From an optimization exercise on the open Yosys and OpenROAD flow, aimed at small area and a short achievable clock period; shortcuts taken in it are not production practice. The RTL was checked by simulation tests, not by an equivalence proof against the original design. Power and IR drop assume default switching activity.

==> flow/design.v (excerpt) <==
module fifo_sync #(
    parameter DATA_WIDTH = 8,
    parameter DEPTH = 32,
    localparam ADDR_WIDTH = $clog2(DEPTH)
)(
    input  wire                  clk,
    input  wire                  reset,
    input  wire                  write_en,
    input  wire                  read_en,
    input  wire [DATA_WIDTH-1:0] data_in,
    output wire [DATA_WIDTH-1:0] data_out,
    output wire                  empty,
    output wire                  full
);
==> module fifo_sync, before the edit <==
module fifo_sync #(
    parameter DATA_WIDTH = 8,
    parameter DEPTH = 32,
    localparam ADDR_WIDTH = $clog2(DEPTH)
)(
    input  wire                  clk,
    input  wire                  reset,
    input  wire                  write_en,
    input  wire                  read_en,
    input  wire [DATA_WIDTH-1:0] data_in,
    output wire [DATA_WIDTH-1:0] data_out,
    output wire                  empty,
    output wire                  full
);
    localparam W = DATA_WIDTH;
    localparam N = DEPTH - 1;
    reg  [W*N-1:0]        sh;
    reg  [ADDR_WIDTH-1:0] rd_sel;
    reg  [W-1:0]          data_out_reg;
    reg                   not_empty;
    reg                   full_reg;
    assign data_out = data_out_reg;
    assign empty    = ~not_empty;
    assign full     = full_reg;
    wire wr = write_en & ~full_reg;
    wire rd = read_en  & not_empty;
    wire [W*DEPTH-1:0] rd_arr;
    genvar j;
    generate
        for (j = 0; j < DEPTH; j = j + 1) begin : g_rd
            if (j == 0) begin : g_none
                assign rd_arr[W-1:0] = {W{1'b0}};
            end else begin : g_word
                assign rd_arr[W*j +: W] = sh[W*(DEPTH-1-j) +: W];
            end
        end
    endgenerate
    wire [W-1:0] rd_word = rd_arr[rd_sel*W +: W];
    wire n_is_1  = (rd_sel == DEPTH-1);
    wire n_is_30 = (rd_sel == 2);
    always @(posedge clk) begin
        if (wr)
            sh <= {sh[W*(N-1)-1:0], data_in};
    end
    always @(posedge clk or posedge reset) begin
        if (reset) begin
            rd_sel       <= {ADDR_WIDTH{1'b0}};
            data_out_reg <= {W{1'b0}};
            not_empty    <= 1'b0;
            full_reg     <= 1'b0;
        end else begin
            if (rd)
                data_out_reg <= rd_word;
            if (wr & ~rd) begin
                rd_sel    <= rd_sel - 1'b1;
                not_empty <= 1'b1;
                full_reg  <= n_is_30;
            end else if (rd & ~wr) begin
                rd_sel    <= rd_sel + 1'b1;
                not_empty <= ~n_is_1;
                full_reg  <= 1'b0;
            end
        end
    end
endmodule
Settings: LEC_CHECK=0, CAP_MARGIN=20, CORE_MARGIN=2, CORE_UTILIZATION=60, CTS_CLUSTER_DIAMETER=60, CTS_CLUSTER_SIZE=30, SETUP_SLACK_MARGIN=3.0, SLEW_MARGIN=20; clock period 5.0 ns.
standard.sh (not shown) runs the stock make flow with config.mk's settings and CLKGATE_MAP_FILE= SYNTH_SCRIPT=/design/flow/synth_recipe.tcl, a recipe that flattens the netlist after the stock synthesis.
==> flow/flow/run.sh <==
#!/bin/bash
# Standard layout, with the clock tree built without dummy loads.
bash standard.sh CTS_ARGS="-sink_clustering_enable -repair_clock_nets -dont_use_dummy_load -sink_clustering_size 30 -sink_clustering_max_diameter 60" finish > standard.log 2>&1
Edit:
--- a/flow/design.v
+++ b/flow/design.v
@@ -35,12 +35,16 @@
             end
         end
     endgenerate
     wire [W-1:0] rd_word = rd_arr[rd_sel*W +: W];
     wire n_is_1  = (rd_sel == DEPTH-1);
     wire n_is_30 = (rd_sel == 2);
+    wire [ADDR_WIDTH-1:0] sel_inc = rd_sel + 1'b1;
+    wire [ADDR_WIDTH-1:0] sel_dec = rd_sel - 1'b1;
+    wire grow   = wr & ~rd;
+    wire shrink = rd & ~wr;
     always @(posedge clk) begin
         if (wr)
             sh <= {sh[W*(N-1)-1:0], data_in};
     end
     always @(posedge clk or posedge reset) begin
         if (reset) begin
@@ -48,18 +52,12 @@
             data_out_reg <= {W{1'b0}};
             not_empty    <= 1'b0;
             full_reg     <= 1'b0;
         end else begin
             if (rd)
                 data_out_reg <= rd_word;
-            if (wr & ~rd) begin
-                rd_sel    <= rd_sel - 1'b1;
-                not_empty <= 1'b1;
-                full_reg  <= n_is_30;
-            end else if (rd & ~wr) begin
-                rd_sel    <= rd_sel + 1'b1;
-                not_empty <= ~n_is_1;
-                full_reg  <= 1'b0;
-            end
+            rd_sel    <= grow ? sel_dec : shrink ? sel_inc : rd_sel;
+            not_empty <= grow | (not_empty & ~(shrink & n_is_1));
+            full_reg  <= (grow & n_is_30) | (full_reg & ~shrink);
         end
     end
 endmodule
Result:
- non-clock buffer count came out lower by 10
- die area came out higher by 0.79%
- via count came out lower by 1.2%
- routed wire length came out lower by 4.5%
- area after synthesis came out higher by 0.82%
- global-route usage came out lower by 1.2 points
- design area came out lower by 0.70%
- critical path depth came out lower by 5
- total power came out higher by 3.4%

==> what the ideal ports hide <==
The results above use ideal ports. As a check the final layouts listed here were re-extracted and re-timed, cells and wires unchanged.
Step 1, drivers: a clkbuf_16 drives clk and a buf_2 each remaining input, both assumed.
Step 2 moves the port delays by t, midway between the first and last clock arrival at a register: inputs arrive t later, outputs are due t later. That takes back most of the time a late clock gives input paths.
a / b / c = ideal / step 1 / step 2; a / b = the first two.
run	t (ns)	setup WS [ns]	worst hold slack (ns)	worst setup path at the end	clock arrival spread, ns
the first run	0.522	2.923 / 2.917 / 2.423	0.433 / 0.433 / 0.433	input to register	0.035 / 0.034
the second run	0.512	2.909 / 2.863 / 2.512	0.419 / 0.419 / 0.419	input to register	0.046 / 0.046
After both steps every run listed still meets setup and hold. The setup slack of the first run, which loses most, moves by -0.006 ns with the drivers and by -0.500 ns with both steps.
